This is an optimization exercise on Yosys and OpenROAD, whose aim is small area, not a production implementation. Where RTL was checked, it was by simulation tests only, not by an equivalence proof against the original.

v36:
// IExecute
module IExecute #(
   parameter N_BITS = 32,
   parameter N_BITS_REG = 5,
   parameter N_OPCODE = 6
)
(  input i_clk, i_reset,
   input  i_exec_mode,
   input  i_step,
   input [1:0] i_aluOP,
   input i_aluSrc,
   input [N_BITS-1:0] i_datoLeido1,
   input [N_BITS-1:0] i_datoLeido2,
   input [N_BITS-1:0] i_datoExtSigno,
   input [N_BITS-1:0] i_instruccion,
   input [N_BITS_REG-1:0] i_rt_id,
   input [N_BITS_REG-1:0] i_rd_id,
   input [N_BITS_REG-1:0] i_rt_OR_rd,
   input [N_BITS_REG-1:0] i_rd_EX_MEM,
   input [N_BITS_REG-1:0] i_rd_MEM_WB,
   input [N_BITS_REG-1:0] i_rs_id,
   input [N_BITS-1:0] i_wbData,
   input [N_BITS-1:0] i_memData,
   input i_memToReg,
   input i_regWrite_EX_MEM,
   input i_regWrite_MEM_WB,
   input [1:0] i_branch,
   input i_memWrite,
   input [1:0]i_memRead,
   input i_regWrite,
   input i_halt,
   output reg [N_BITS-1:0] o_instruccion,
   output reg  o_ceroSignal,
   output reg  [N_BITS-1:0] o_aluResult,
   output reg [N_BITS-1:0] o_datoLeido2,
   output reg [N_BITS_REG-1:0] o_rd_data,
   output reg [N_BITS_REG-1:0] o_rt_OR_rd,
   output reg o_memToReg,
   output reg [1:0] o_branch,
   output reg o_memWrite,
   output reg o_memRead,
   output reg o_regWrite,
   output reg o_halt
);
   genvar i;
   wire en   = ~i_exec_mode | i_step;
   wire ld   = en & ~i_reset;
   wire hold = ~en & ~i_reset;
   wire nld  = ~ld;
   wire exA = i_regWrite_EX_MEM & (|i_rd_EX_MEM) & (i_rd_EX_MEM == i_rs_id);
   wire wbA = i_regWrite_MEM_WB & (|i_rd_MEM_WB) & (i_rd_MEM_WB == i_rs_id) & ~exA;
   wire exB = i_regWrite_EX_MEM & (|i_rd_EX_MEM) & (i_rd_EX_MEM == i_rt_id);
   wire wbB = i_regWrite_MEM_WB & (|i_rd_MEM_WB) & (i_rd_MEM_WB == i_rt_id) & ~exB;
   wire rfA = ~exA & ~wbA;
   wire exBg = exB & ld;
   wire wbBg = wbB & ld;
   wire rfBg = ~exB & ~wbB & ld;
   wire [5:0] op = i_instruccion[31:26];
   wire [5:0] fn = i_instruccion[5:0];
   wire o00 = (i_aluOP == 2'b00);
   wire o10 = (i_aluOP == 2'b10);
  ...
==> flow/config.mk <==
export PLATFORM = sky130hd
export DESIGN_NAME = IExecute
export DESIGN_NICKNAME = IExecute
export VERILOG_FILES = /design/flow/design.v
export SDC_FILE = /design/flow/constraint.sdc
export NUM_CORES = 4
export LEC_CHECK = 0
export CAP_MARGIN = 10
export CORE_MARGIN = 2
export CORE_UTILIZATION = 45
export SLEW_MARGIN = 10
export SYNTH_HIERARCHICAL = 1
export SYNTH_MINIMUM_KEEP_SIZE = 0
==> flow/constraint.sdc <==
create_clock -name core_clock -period 12.0 [get_ports {i_clk}]
set_input_delay 2.4000 -clock core_clock [delete_from_list [all_inputs] [get_ports {i_clk}]]
set_output_delay 2.4000 -clock core_clock [all_outputs]
set_load 0.01 [all_outputs]
standard.sh (not shown) runs the stock make flow with config.mk's settings and CLKGATE_MAP_FILE= SYNTH_SCRIPT=/design/flow/synth_recipe.tcl, a recipe that flattens the netlist after the stock synthesis.
==> flow/flow/run.sh <==
#!/bin/bash
# Layout flow: the standard flow (standard.sh) with two changes:
#  - synthesis is the standard flow's own script (synth_recipe.tcl), except that Yosys's
#    abc call uses an area-oriented mapping script (flow/abc_area.script);
#  - buffer_ports inserts buf_1 cells as the port buffers;
#  - clock tree synthesis uses small clock buffers and no dummy loads;
#  - timing-driven placement does not keep the buffers of its trial repairs.
# Each tool's output is in the ORFS logs; make's output is in standard.log.
set -euo pipefail
HERE=$(pwd)
cat > "$HERE/my_synth.tcl" <<EOF
proc abc {args} {
  set i [lsearch -exact \$args -script]
  if {\$i >= 0} { lset args [expr {\$i+1}] $HERE/flow/abc_area.script }
  puts "abc with area script: \$args"
  yosys abc {*}\$args
}
source $HERE/synth_recipe.tcl
EOF
export BUFFER_PORTS_ARGS="-buffer_cell sky130_fd_sc_hd__buf_1"
# timing-driven global placement, without keeping its resizer's buffers
export GPL_KEEP_OVERFLOW=0
# CTS as ORFS runs it, with small clock buffers and no dummy balancing loads
export CTS_ARGS="-sink_clustering_enable -repair_clock_nets -dont_use_dummy_load -buf_list {sky130_fd_sc_hd__clkbuf_4 sky130_fd_sc_hd__clkbuf_8}"
bash standard.sh SYNTH_SCRIPT="$HERE/my_synth.tcl" finish > standard.log 2>&1
==> flow/flow/abc_area.script <==
strash; &get -n; &st; &dch; &nf -a; &put
> inputs changed (v36 -> v16)
--- a/flow/design.v
+++ b/flow/design.v
@@ -165,50 +165,51 @@
          ex_inv   u_n (.a(g[i]), .y(ng));
          ex_aoi21 u_c (.a1(ng), .a2(cc[i]), .b1(nt[i]), .y(cc[i+1]));
          ex_xnor2 u_s (.a(p[i]), .b(cc[i]), .y(s[i]));
       end
    end endgenerate
    wire lt = ~cc[32];    
    wire [31:0] X, Z;    
-   wire d_log = d_and | d_or;
-   wire selA = d_srA | d_log;
-   wire selB = ~d_srA & (d_srB | d_log);
-   wire selR = ~d_srA & ~d_srB & ~d_log;
+   wire selA = d_srA;
+   wire selB = ~d_srA & d_srB;
+   wire selR = ~d_srA & ~d_srB;
    generate for (i = 0; i < 32; i = i + 1) begin : g_shin
       ex_aoi222 u_x (.a1(selA), .a2(nA[i]), .b1(selB), .b2(nB[i]),
                      .c1(selR), .c2(nB[31-i]), .y(X[i]));
    end endgenerate
    wire [31:0] Av = ~nA;
    wire [31:0] Bv = ~nB;
-   wire [4:0]  amt = d_srA ? Bv[4:0] : d_lui ? 5'd16 : d_log ? 5'd0 : Av[4:0];
-   wire        big = d_srA ? (|Bv[31:5]) : (~d_lui & ~d_log & (|Av[31:5]));
+   wire [4:0]  amt = d_srA ? Bv[4:0] : (d_lui ? 5'd16 : Av[4:0]);
+   wire        big = d_srA ? (|Bv[31:5]) : (~d_lui & (|Av[31:5]));
    ex_shr u_shr (.x(X), .s(amt[3:0]), .ns(~amt[3:0]), .z(Z));
    wire g_s8  = ld & (d_add8 | d_add16 | d_add | d_sub);
    wire g_s16 = ld & (d_add16 | d_add | d_sub);
    wire g_s32 = ld & (d_add | d_sub);
+   wire g_t11 = ld & (d_and | d_or);
    wire g_t01 = ld & (d_or | d_xor);
    wire g_t00 = ld & d_nor;
-   wire g_sr  = ld & (d_srA | d_srB | d_log) & ~big;
+   wire g_sr  = ld & (d_srA | d_srB) & ~big;
    wire g_sl  = ld & (d_sl & ~big | d_lui);
    wire g_srL = g_sr & ~amt[4];
    wire g_srH = g_sr & amt[4];
    wire g_slL = g_sl & ~amt[4];
    wire g_slH = g_sl & amt[4];
    wire nlt   = ~(ld & d_slt & lt);
    wire [31:0] rn;
    generate for (i = 0; i < 32; i = i + 1) begin : g_res
       wire ms = (i < 8) ? g_s8 : (i < 16) ? g_s16 : g_s32;
       wire m1, m2, m3;
-      ex_aoi222 u_m1 (.a1(s[i]), .a2(ms), .b1(p[i]), .b2(g_t01), .c1(nt[i]), .c2(g_t00), .y(m1));
+      ex_aoi222 u_m1 (.a1(s[i]), .a2(ms), .b1(g[i]), .b2(g_t11), .c1(p[i]), .c2(g_t01), .y(m1));
       if (i < 16) begin : g_lo
-         ex_aoi222 u_m2 (.a1(Z[i]), .a2(g_srL), .b1(Z[i+16]), .b2(g_srH), .c1(Z[31-i]), .c2(g_slL), .y(m2));
+         ex_aoi222 u_m2 (.a1(nt[i]), .a2(g_t00), .b1(Z[i]), .b2(g_srL), .c1(Z[i+16]), .c2(g_srH), .y(m2));
+         ex_aoi22  u_m3 (.a1(Z[31-i]), .a2(g_slL), .b1(o_aluResult[i]), .b2(hold), .y(m3));
       end else begin : g_hi
-         ex_aoi222 u_m2 (.a1(Z[i]), .a2(g_srL), .b1(Z[31-i]), .b2(g_slL), .c1(Z[47-i]), .c2(g_slH), .y(m2));
-      end
-      ex_nand2 u_h (.a(o_aluResult[i]), .b(hold), .y(m3));
+         ex_aoi222 u_m2 (.a1(nt[i]), .a2(g_t00), .b1(Z[i]), .b2(g_srL), .c1(Z[31-i]), .c2(g_slL), .y(m2));
+         ex_aoi22  u_m3 (.a1(Z[47-i]), .a2(g_slH), .b1(o_aluResult[i]), .b2(hold), .y(m3));
+      end
       if (i == 0) begin : g_b0
          ex_nand4 u_r (.a(m1), .b(m2), .c(m3), .d(nlt), .y(rn[i]));
       end else begin : g_bn
          ex_nand3 u_r (.a(m1), .b(m2), .c(m3), .y(rn[i]));
       end
    end endgenerate
    wire [31:0] d2n, insn;
[summary]
- The run showing the greater area growth from synthesis to final layout is v36.
- v16 reports its master of the slowest instance on the critical path as sky130_fd_sc_hd__or4_1 while v36 reports sky130_fd_sc_hd__a222oi_1.
- v16 against v36: final hold violation count saw little to no change, wire length of the first global-routing pass now larger, number of optimization iterations in the first detailed-route pass moved up.
- Of the two values seen for launching element of the worst setup path, i_rd_EX_MEM[0] was produced by v16 and i_rd_EX_MEM[2] by v36.
- In terms of sequential share of cell area, v36 and v16 differ only marginally.
- Fmax: v16 below v36

* * *

Setup of P:
IExecute again, from the RTL that the note above started with.
Settings: LEC_CHECK=0, CAP_MARGIN=10, CORE_MARGIN=2, CORE_UTILIZATION=45, SLEW_MARGIN=10, SYNTH_HIERARCHICAL=1, SYNTH_MINIMUM_KEEP_SIZE=0; clock period 12.0 ns.
==> flow/flow/run.sh <==
#!/bin/bash
# Layout flow: the standard flow (standard.sh) with these changes:
#  - synthesis is the standard flow's own script (synth_recipe.tcl), except that Yosys's
#    abc call uses an area-oriented mapping script (flow/abc_area.script);
#  - buffer_ports inserts buf_1 cells as the port buffers;
#  - clock tree synthesis uses small clock buffers and no dummy loads.
# Each tool's output is in the ORFS logs; make's output is in standard.log.
set -euo pipefail
HERE=$(pwd)
cat > "$HERE/my_synth.tcl" <<EOF
proc abc {args} {
  set i [lsearch -exact \$args -script]
  if {\$i >= 0} { lset args [expr {\$i+1}] $HERE/flow/abc_area.script }
  puts "abc with area script: \$args"
  yosys abc {*}\$args
}
source $HERE/synth_recipe.tcl
EOF
export BUFFER_PORTS_ARGS="-buffer_cell sky130_fd_sc_hd__buf_1"
# CTS as ORFS runs it, with small clock buffers and no dummy balancing loads
export CTS_ARGS="-sink_clustering_enable -repair_clock_nets -dont_use_dummy_load -buf_list {sky130_fd_sc_hd__clkbuf_4 sky130_fd_sc_hd__clkbuf_8}"
bash standard.sh SYNTH_SCRIPT="$HERE/my_synth.tcl" finish > standard.log 2>&1
Scripts as last shown in full above: flow/flow/abc_area.script
Changes in Q relative to P:
--- a/flow/design.v
+++ b/flow/design.v
@@ -25,24 +25,33 @@
 endmodule
 module ex_bsel (input nfb, ext, src, output nb);
    assign nb = ~(src ? ext : ~nfb);
 endmodule
 module ex_ldh (input d, ld, q, hold, output y);
    assign y = (d & ld) | (q & hold);
 endmodule
 module ex_aoi22 (input a1, a2, b1, b2, output y);
    assign y = ~((a1 & a2) | (b1 & b2));
 endmodule
 module ex_nor4 (input a, b, c, d, output y);
    assign y = ~(a | b | c | d);
+endmodule
+module ex_ao21 (input a1, a2, b1, output y);
+   assign y = (a1 & a2) | b1;
+endmodule
+module ex_oai21 (input a1, a2, b1, output y);
+   assign y = ~((a1 | a2) & b1);
+endmodule
+module ex_and2 (input a, b, output y);
+   assign y = a & b;
 endmodule
 module ex_nand4 (input a, b, c, d, output y);
    assign y = ~(a & b & c & d);
 endmodule
 module ex_shr (input [31:0] x, input [3:0] s, input [3:0] ns, output [31:0] z);
    wire [31:0] y0, y1, y2;
    genvar i;
    generate for (i = 0; i < 32; i = i + 1) begin : g
       if (i + 1 < 32) begin : f0
          ex_aoi22 u (.a1(x[i]), .a2(ns[0]), .b1(x[i+1]), .b2(s[0]), .y(y0[i]));
       end else begin : z0
          ex_nand2 u (.a(x[i]), .b(ns[0]), .y(y0[i]));
@@ -141,42 +150,53 @@
    wire d_slt   = (o10 & fn == 6'b101010) | (o11 & op == 6'b001010);
    wire d_lui   = (o11 & op == 6'b001111);                         
    wire inv = d_sub | d_slt;
    wire [31:0] nA, nFB, nB, nBx;
    generate for (i = 0; i < 32; i = i + 1) begin : g_opnd
       ex_aoi222 u_a (.a1(exA), .a2(i_memData[i]), .b1(wbA), .b2(i_wbData[i]),
                      .c1(rfA), .c2(i_datoLeido1[i]), .y(nA[i]));
       ex_aoi222 u_b (.a1(exBg), .a2(i_memData[i]), .b1(wbBg), .b2(i_wbData[i]),
                      .c1(rfBg), .c2(i_datoLeido2[i]), .y(nFB[i]));
       ex_bsel   u_s (.nfb(nFB[i]), .ext(i_datoExtSigno[i]), .src(i_aluSrc), .nb(nB[i]));
       ex_xor2   u_x (.a(nB[i]), .b(inv), .y(nBx[i]));
    end endgenerate
-   wire [32:0] cc;
+   wire [16:0] C;
    wire [31:0] s, p, g, nt;
-   assign cc[0] = inv;
+   assign C[0] = inv;
    generate for (i = 0; i < 32; i = i + 1) begin : g_add
       ex_xor2 u_p (.a(nA[i]), .b(nBx[i]), .y(p[i]));
       ex_nor2 u_g (.a(nA[i]), .b(nBx[i]), .y(g[i]));
       ex_nor2 u_t (.a(p[i]), .b(g[i]), .y(nt[i]));
-      if (i % 2 == 0) begin : g_e
-         ex_aoi21 u_c (.a1(p[i]), .a2(cc[i]), .b1(g[i]), .y(cc[i+1]));
-         ex_xor2  u_s (.a(p[i]), .b(cc[i]), .y(s[i]));
-      end else begin : g_o
-         wire ng;
-         ex_inv   u_n (.a(g[i]), .y(ng));
-         ex_aoi21 u_c (.a1(ng), .a2(cc[i]), .b1(nt[i]), .y(cc[i+1]));
-         ex_xnor2 u_s (.a(p[i]), .b(cc[i]), .y(s[i]));
-      end
-   end endgenerate
-   wire lt = ~cc[32];    
+   end endgenerate
+   generate for (i = 0; i < 32; i = i + 2) begin : g_pair
+      if ((i / 2) % 2 == 0) begin : g_t
+         wire ncj, G, P;
+         ex_aoi21 u_cj (.a1(p[i]), .a2(C[i/2]), .b1(g[i]), .y(ncj));
+         ex_xor2  u_si (.a(p[i]), .b(C[i/2]), .y(s[i]));
+         ex_xnor2 u_sj (.a(p[i+1]), .b(ncj), .y(s[i+1]));
+         ex_ao21  u_G  (.a1(p[i+1]), .a2(g[i]), .b1(g[i+1]), .y(G));
+         ex_and2  u_P  (.a(p[i]), .b(p[i+1]), .y(P));
+         ex_aoi21 u_c  (.a1(P), .a2(C[i/2]), .b1(G), .y(C[i/2+1]));
+      end else begin : g_n
+         wire ng, cj, nG, nP;
+         ex_inv   u_ng (.a(g[i]), .y(ng));
+         ex_aoi21 u_cj (.a1(ng), .a2(C[i/2]), .b1(nt[i]), .y(cj));
+         ex_xnor2 u_si (.a(p[i]), .b(C[i/2]), .y(s[i]));
+         ex_xor2  u_sj (.a(p[i+1]), .b(cj), .y(s[i+1]));
+         ex_aoi21 u_G  (.a1(p[i+1]), .a2(g[i]), .b1(g[i+1]), .y(nG));
+         ex_nand2 u_P  (.a(p[i]), .b(p[i+1]), .y(nP));
+         ex_oai21 u_c  (.a1(nP), .a2(C[i/2]), .b1(nG), .y(C[i/2+1]));
+      end
+   end endgenerate
+   wire lt = ~C[16];    
    wire [31:0] X, Z;    
    wire d_log = d_and | d_or;
    wire selA = d_srA | d_log;
    wire selB = ~d_srA & (d_srB | d_log);
    wire selR = ~d_srA & ~d_srB & ~d_log;
    generate for (i = 0; i < 32; i = i + 1) begin : g_shin
       ex_aoi222 u_x (.a1(selA), .a2(nA[i]), .b1(selB), .b2(nB[i]),
                      .c1(selR), .c2(nB[31-i]), .y(X[i]));
    end endgenerate
    wire [31:0] Av = ~nA;
    wire [31:0] Bv = ~nB;
    wire [4:0]  amt = d_srA ? Bv[4:0] : d_lui ? 5'd16 : d_log ? 5'd0 : Av[4:0];
Results
Changes observed in Q relative to P: area growth from synthesis to layout saw a decrease, design area has increased, first-pass GRT wire length went up 1.1%. Cmp Q vs P: routed wire length higher in Q. Clock skew of P is on par with Q. Q vs. P: met1 routed wirelength after detailed routing now sits higher, net count reported at finish went up about 1.2%.
The RTL of Q was laid out without a check of its function.

## what the ideal ports hide
Ports are ideal in the flow. The routed layouts listed here were re-timed in OpenROAD.
Step 1 (the two cells are an assumption about what drives the block):
set clk [get_ports {i_clk}]
set_driving_cell -lib_cell sky130_fd_sc_hd__clkbuf_16 $clk
set_driving_cell -lib_cell sky130_fd_sc_hd__buf_2 [delete_from_list [all_inputs] $clk]
Step 2 also shifts input and output timing later by t, the mid clock arrival at the registers, as if the neighbouring blocks saw the same clock.
a / b / c = ideal / step 1 / step 2; a / b = the first two.
run | t, ns | setup slack, ns | cell pins on the clock port's net
v36 | 0.482 | 0.854 / 0.861 / 0.379 | 1
v16 | 0.484 | 0.561 / 0.581 / 0.097 | 1
P | 0.473 | 0.876 / 0.889 / 0.416 | 1
Q | 0.471 | 0.914 / 0.933 / 0.463 | 1
After both steps every run listed still meets setup and hold. The setup slack of v36, which loses most, moves by +0.007 ns with the drivers and by -0.475 ns with both steps.
